This is an optimization exercise on Yosys and OpenROAD, whose aim is small area, a short achievable clock period and few clock cycles, not a production implementation. At most, simulation tests tie the RTL to the original design; equivalence was not proved. Power is estimated from default activity; no workload was simulated.

== run A ==
Design infix_calc, start of the top module:
module infix_calc
(
    input  wire       CLK,
    input  wire       RST,
    output reg        BUSY,
    input  wire [7:0] INPUT_SIGN,
    input  wire       SIGN_STB,
    input  wire [7:0] INPUT_NUMBER,
    input  wire       NUMBER_STB,
    output wire [7:0] OUT,
    output reg        OUT_STB
);
wire in_mul = ~INPUT_SIGN[0];
wire in_div = INPUT_SIGN[2] & INPUT_SIGN[1];
wire in_sub = ~INPUT_SIGN[1];
wire take_num = NUMBER_STB & ~SIGN_STB & ~BUSY;
wire take_op  = SIGN_STB & ~NUMBER_STB & ~BUSY;
wire take_end = SIGN_STB & NUMBER_STB & ~BUSY;
reg       r_num;     
reg       r_lo;      
reg       r_end;     
reg [7:0] r_val;     
reg       m_mul;     
reg       m_div;     
reg       n_sub;     
always @(posedge CLK) begin
    if (RST) begin
        r_num <= 1'b0;
        r_lo  <= 1'b0;
        r_end <= 1'b0;
        m_mul <= 1'b0;
        m_div <= 1'b0;
        BUSY  <= 1'b0;
    end else begin
        r_num <= take_num;
        r_lo  <= take_op & ~in_mul & ~in_div;
        r_end <= take_end;
  ...
clock: 13.0 ns
lec_check: 0
cap_margin: 20
core_margin: 2
core_utilization: 40
slew_margin: 20
standard.sh (not shown) runs the stock make flow with config.mk's settings and CLKGATE_MAP_FILE= SYNTH_SCRIPT=/design/flow/synth_recipe.tcl, a recipe that flattens the netlist after the stock synthesis.
==> flow/flow/run.sh <==
#!/bin/bash
# Standard ORFS layout at the design's clock and constraints, with a larger setup
# target for the timing repair and plain buffers on the ports (see params.sh).
set -euo pipefail
source flow/params.sh
bash standard.sh SETUP_SLACK_MARGIN=$SETUP_MARGIN "BUFFER_PORTS_ARGS=-buffer_cell $PORT_BUF" $EXTRA finish > make.log 2>&1
==> flow/flow/params.sh <==
SETUP_MARGIN=9.3
EXTRA="ABC_AREA=1 PLACE_DENSITY=0.70"
PORT_BUF=sky130_fd_sc_hd__buf_2
Run A ended with every stage complete and zero timing, DRC or antenna violations.
Testbench counts of run A, summed over its fixed seeds: cycles 14,680.
Input changes introduced in run B (baseline for comparison: run A):
==> flow/flow/params.sh <==
SETUP_MARGIN=9.3
EXTRA="ABC_AREA=1"
PORT_BUF=sky130_fd_sc_hd__buf_2
### Flow results
Diff run A..run B | total clock buffers created by CTS | unchanged
Side by side, final cycle utilization of the critical path turned out lower in run B than in run A.
Run B reached the final stage; the timing, DRC and antenna checks on its layout passed.
Run A -> run B: cell area after synthesis delta 0, exact match
On data required time at the worst endpoint, run B and run A are neck and neck.
Comparing run B and run A, minimum period implied by the final worst setup slack is lower on run B.
Of run B and run A, it is run B that has the higher setup slack.
Any difference in design area between run A and run B is small enough to ignore.
Delta (run B minus run A): first-iteration DRC count went down by 72, core utilization was more or less identical, total power went down by about 2.6%.
Here is what was changed in the inputs of run C compared with run B.
==> flow/flow/run.sh <==
#!/bin/bash
# Standard ORFS layout at the design's clock and constraints, with a larger setup
# target for the timing repair, plain buffers on the ports and clock tree options
# (see params.sh).
set -euo pipefail
source flow/params.sh
bash standard.sh SETUP_SLACK_MARGIN=$SETUP_MARGIN "BUFFER_PORTS_ARGS=-buffer_cell $PORT_BUF" "CTS_ARGS=$CTS" $EXTRA finish > make.log 2>&1
==> flow/flow/params.sh <==
SETUP_MARGIN=9.0
EXTRA="ABC_AREA=1 CORE_UTILIZATION=50"
CTS="-sink_clustering_enable -repair_clock_nets -dont_use_dummy_load"
PORT_BUF=sky130_fd_sc_hd__buf_2
Results
Run C: die outline width lower than run B
Of the two candidates, run B has the better setup slack and run C the worse one.
[run C] design area fell 9.3% relative to run B
Sort run B and run C by clock group power desc -> top: run B
Number of clock buffers in the layout in run C is 2 lower than in run B
Cmp run B and run C / sequential share of layout area / higher: run C
Summary of run C over run B: clock share of power now smaller; utilization went up.
Diff run B -> run C: total power per unit cell area roughly the same, overall routing resource usage +3.2 points, total power went down 9.4%.
Inputs modified between run C and run D:
==> flow/flow/run.sh <==
#!/bin/bash
# Standard ORFS layout at the design's clock and constraints, with: the standard
# synthesis script except for ABC's mapping script (flow/abc.script, area-oriented),
# a larger setup target for the timing repair, plain buffers on the ports and clock
# tree options (see params.sh).
set -euo pipefail
source flow/params.sh
export MY_ABC_SCRIPT=$PWD/flow/abc.script
bash standard.sh SYNTH_SCRIPT=$PWD/flow/synth.tcl SETUP_SLACK_MARGIN=$SETUP_MARGIN "BUFFER_PORTS_ARGS=-buffer_cell $PORT_BUF" "CTS_ARGS=$CTS" $EXTRA finish > make.log 2>&1
==> flow/flow/abc.script (new file) <==
strash
dch
map -a
topo
stime -c
buffer -c
upsize -c
dnsize -c
==> flow/flow/params.sh <==
SETUP_MARGIN=9.3
EXTRA="ABC_AREA=1"
CTS="-sink_clustering_enable -repair_clock_nets -dont_use_dummy_load"
PORT_BUF=sky130_fd_sc_hd__buf_2
==> flow/flow/synth.tcl (new file) <==
# Yosys synthesis: the standard synthesis script (synth_recipe.tcl), with ABC run
# on the script named by MY_ABC_SCRIPT instead of ORFS's own.
proc synth {args} { yosys synth -nofsm -noshare {*}$args }
proc abc {args} {
  if {[info exists ::env(MY_ABC_SCRIPT)] && $::env(MY_ABC_SCRIPT) ne ""} {
    set i [lsearch -exact $args -script]
    if {$i >= 0} { lset args [expr {$i + 1}] $::env(MY_ABC_SCRIPT) }
  }
  yosys abc {*}$args
}
source $::env(SCRIPTS_DIR)/synth.tcl
# left out here: clear keep_hierarchy, flatten, clean up, hide names made inside functions, write 1_2_yosys.v
Findings:
As far as count of clock-buffer cells in the layout goes, run D and run C are indistinguishable; the numbers are identical. The lower number of non-clock inverters of run D and run C is in run D. Core utilization on run D is down relative to run C.

* * *

The RTL this note starts from:
==> flow/design.v <==
module infix_calc
(
    input  wire       CLK,
    input  wire       RST,
    output reg        BUSY,
    input  wire [7:0] INPUT_SIGN,
    input  wire       SIGN_STB,
    input  wire [7:0] INPUT_NUMBER,
    input  wire       NUMBER_STB,
    output wire [7:0] OUT,
    output reg        OUT_STB
);
wire in_mul = ~INPUT_SIGN[0];
wire in_div = INPUT_SIGN[2] & INPUT_SIGN[1];
wire in_sub = ~INPUT_SIGN[1];
wire take_num = NUMBER_STB & ~SIGN_STB & ~BUSY;
wire take_op  = SIGN_STB & ~NUMBER_STB & ~BUSY;
wire take_end = SIGN_STB & NUMBER_STB & ~BUSY;
reg       r_num;     
reg       r_lo;      
reg       r_end;     
reg [7:0] r_val;     
reg       m_mul;     
reg       m_div;     
reg       n_sub;     
always @(posedge CLK) begin
    if (RST) begin
        r_num <= 1'b0;
        r_lo  <= 1'b0;
        r_end <= 1'b0;
        m_mul <= 1'b0;
        m_div <= 1'b0;
        BUSY  <= 1'b0;
    end else begin
        r_num <= take_num;
        r_lo  <= take_op & ~in_mul & ~in_div;
        r_end <= take_end;
        if (take_op | take_end) begin
            m_mul <= in_mul & take_op;
            m_div <= in_div & take_op;
        end
        BUSY  <= r_num & m_mul & take_op & (in_mul | in_div);
    end
    r_val <= INPUT_NUMBER ^ {8{m_div}};
    if (take_op & ~in_mul & ~in_div)
        n_sub <= in_sub;
end
reg  [7:0]    term;
reg           a_num;      
reg           a_mul;
reg           a_div;
reg  [7:0]    a_val;      
reg  [K1-1:0] a_rem;      
reg           b_num;      
reg  [K2-1:0] b_rem;      
localparam K1 = 4;
localparam K2 = 6;
wire [7:0] x1 = r_val;    
wire [0:0] dv0 = m_div & term[7];
wire [1:0] ds0 = {1'b0, dv0} + {1'b0, x1[0:0]} + {1'd0, m_div};
wire qd0 = ds0[1] & (x1[7:1] == {7{m_div}});    
wire dq0 = m_div ? qd0 : term[7];
wire [0:0] dr0 = dq0 ? ds0[0:0] : dv0;
wire [1:0] dv1 = {dr0, m_div & term[6]};
wire [2:0] ds1 = {1'b0, dv1} + {1'b0, x1[1:0]} + {2'd0, m_div};
wire qd1 = ds1[2] & (x1[7:2] == {6{m_div}});    
wire dq1 = m_div ? qd1 : term[6];
wire [1:0] dr1 = dq1 ? ds1[1:0] : dv1;
wire [2:0] dv2 = {dr1, m_div & term[5]};
wire [3:0] ds2 = {1'b0, dv2} + {1'b0, x1[2:0]} + {3'd0, m_div};
wire qd2 = ds2[3] & (x1[7:3] == {5{m_div}});    
wire dq2 = m_div ? qd2 : term[5];
wire [2:0] dr2 = dq2 ? ds2[2:0] : dv2;
wire [3:0] dv3 = {dr2, m_div & term[4]};
wire [4:0] ds3 = {1'b0, dv3} + {1'b0, x1[3:0]} + {4'd0, m_div};
wire qd3 = ds3[4] & (x1[7:4] == {4{m_div}});    
wire dq3 = m_div ? qd3 : term[4];
wire [3:0] dr3 = dq3 ? ds3[3:0] : dv3;
wire [4:0] dv4 = {a_rem, a_div & term[3]};
wire [5:0] ds4 = {1'b0, dv4} + {1'b0, a_val[4:0]} + {5'd0, a_div};
wire qd4 = ds4[5] & (a_val[7:5] == {3{a_div}});    
wire dq4 = a_div ? qd4 : term[3];
wire [4:0] dr4 = dq4 ? ds4[4:0] : dv4;
wire [5:0] dv5 = {dr4, a_div & term[2]};
wire [6:0] ds5 = {1'b0, dv5} + {1'b0, a_val[5:0]} + {6'd0, a_div};
wire qd5 = ds5[6] & (a_val[7:6] == {2{a_div}});    
wire dq5 = a_div ? qd5 : term[2];
wire [5:0] dr5 = dq5 ? ds5[5:0] : dv5;
wire [6:0] dv6 = {b_rem, a_div & term[1]};
wire [7:0] ds6 = {1'b0, dv6} + {1'b0, a_val[6:0]} + {7'd0, a_div};
wire qd6 = ds6[7] & (a_val[7:7] == {1{a_div}});    
wire dq6 = a_div ? qd6 : term[1];
wire [6:0] dr6 = dq6 ? ds6[6:0] : dv6;
wire [7:0] dv7 = {dr6, a_div & term[0]};
wire [8:0] ds7 = {1'b0, dv7} + {1'b0, a_val[7:0]} + {8'd0, a_div};
wire qd7 = ds7[8];    
wire dq7 = a_div ? qd7 : term[0];
wire [7:0] dr7 = dq7 ? ds7[7:0] : dv7;
wire [K1-1:0]    q1 = {qd0, qd1, qd2, qd3};
wire [K2-K1-1:0] q2 = {qd4, qd5};
wire [7-K2:0]    q3 = {qd6, qd7};
wire [7:0]       r3 = dr7;    
always @(posedge CLK) begin
    if (RST) begin
        a_num <= 1'b0;
        b_num <= 1'b0;
    end else begin
        a_num <= r_num;
        b_num <= a_num;
    end
    if (r_num) begin
        a_mul <= m_mul;
        a_div <= m_div;
        a_val <= r_val;
    end
    a_rem <= dr3;
    b_rem <= dr5;
    if (a_num & ~a_div & ~a_mul)
        term <= a_val;
    else if (b_num & a_mul)
        term <= r3;
    else begin
        if (r_num & m_div)
            term[7:8-K1] <= q1;
        if (a_num & a_div)
            term[7-K1:8-K2] <= q2;
        if (b_num & a_div)
            term[7-K2:0] <= q3;
    end
end
reg [7:0] sum;
reg       first;     
reg       sop_sub;   
reg       p_sub;     
reg       lo1, lo2, end1, end2;
wire [7:0] base  = first ? 8'd0 : sum;
wire [7:0] total = base + (term ^ {8{sop_sub}}) + {7'd0, sop_sub};
always @(posedge CLK) begin
    if (RST) begin
        lo1     <= 1'b0;
        lo2     <= 1'b0;
        end1    <= 1'b0;
        end2    <= 1'b0;
        first   <= 1'b1;
        sop_sub <= 1'b0;
        OUT_STB <= 1'b0;
    end else begin
        lo1     <= r_lo;
        lo2     <= lo1;
        end1    <= r_end;
        end2    <= end1;
        OUT_STB <= end2;
        if (lo2) begin
            first   <= 1'b0;
            sop_sub <= p_sub;
        end else if (end2) begin
            first   <= 1'b1;
            sop_sub <= 1'b0;
        end
    end
    if (lo1)
        p_sub <= n_sub;
    if (lo2 | end2)
        sum <= total;
end
assign OUT = sum;
endmodule
clock: 13.0 ns
lec_check: 0
cap_margin: 20
core_margin: 2
core_utilization: 40
slew_margin: 20
==> flow/flow/run.sh <==
#!/bin/bash
# Standard ORFS layout at the design's clock and constraints, with a larger setup
# target for the timing repair and plain buffers on the ports (see params.sh).
set -euo pipefail
source flow/params.sh
bash standard.sh SETUP_SLACK_MARGIN=$SETUP_MARGIN "BUFFER_PORTS_ARGS=-buffer_cell $PORT_BUF" $EXTRA finish > make.log 2>&1
==> flow/flow/params.sh <==
SETUP_MARGIN=10.0
EXTRA="ABC_AREA=1"
PORT_BUF=sky130_fd_sc_hd__buf_2
Next try:
==> flow/flow/params.sh (replaced) <==
SETUP_MARGIN=9.3
EXTRA="ABC_AREA=1"
PORT_BUF=sky130_fd_sc_hd__buf_2
Result: Worst hold slack degrades by 3.6 ps; sequential share of layout area rises by 3.2 points; final area went down by 12%; fmax went up by 1.2%.
No functional check of the RTL was part of any run of this note.

## afterwards: timing with drivers on the ports
In the flow no input, the clock included, has a driving cell. The finished layouts below were timed again as built, in two steps.
Step 1: set_driving_cell puts a clkbuf_16 on CLK and a buf_2 on each other input, an assumption about the parent block.
Step 2 moves the port delays by t, midway between the first and last clock arrival at a register: inputs arrive t later, outputs are due t later. That takes back most of the time a late clock gives input paths.
Slacks: ideal ports / drivers / drivers and shift; pairs: ideal ports / drivers.
run | shift t [ns] | slack for setup (ns) | worst hold slack (ns) | worst slew at a driven data input, ns
run A | 0.364 | 9.213 / 9.213 / 9.213 | 0.407 / 0.407 / 0.407 | 0.03
run B | 0.370 | 9.319 / 9.319 / 9.319 | 0.406 / 0.406 / 0.406 | 0.03
run C | 0.350 | 9.210 / 9.210 / 9.210 | 0.403 / 0.403 / 0.403 | 0.03
run D | 0.351 | 8.858 / 8.858 / 8.858 | 0.404 / 0.404 / 0.404 | 0.03
the first run of note 2 | 0.363 | 8.865 / 8.865 / 8.865 | 0.405 / 0.405 / 0.405 | 0.04
the second run of note 2 | 0.363 | 8.913 / 8.913 / 8.913 | 0.402 / 0.402 / 0.402 | 0.03
After both steps every run listed still meets setup and hold.
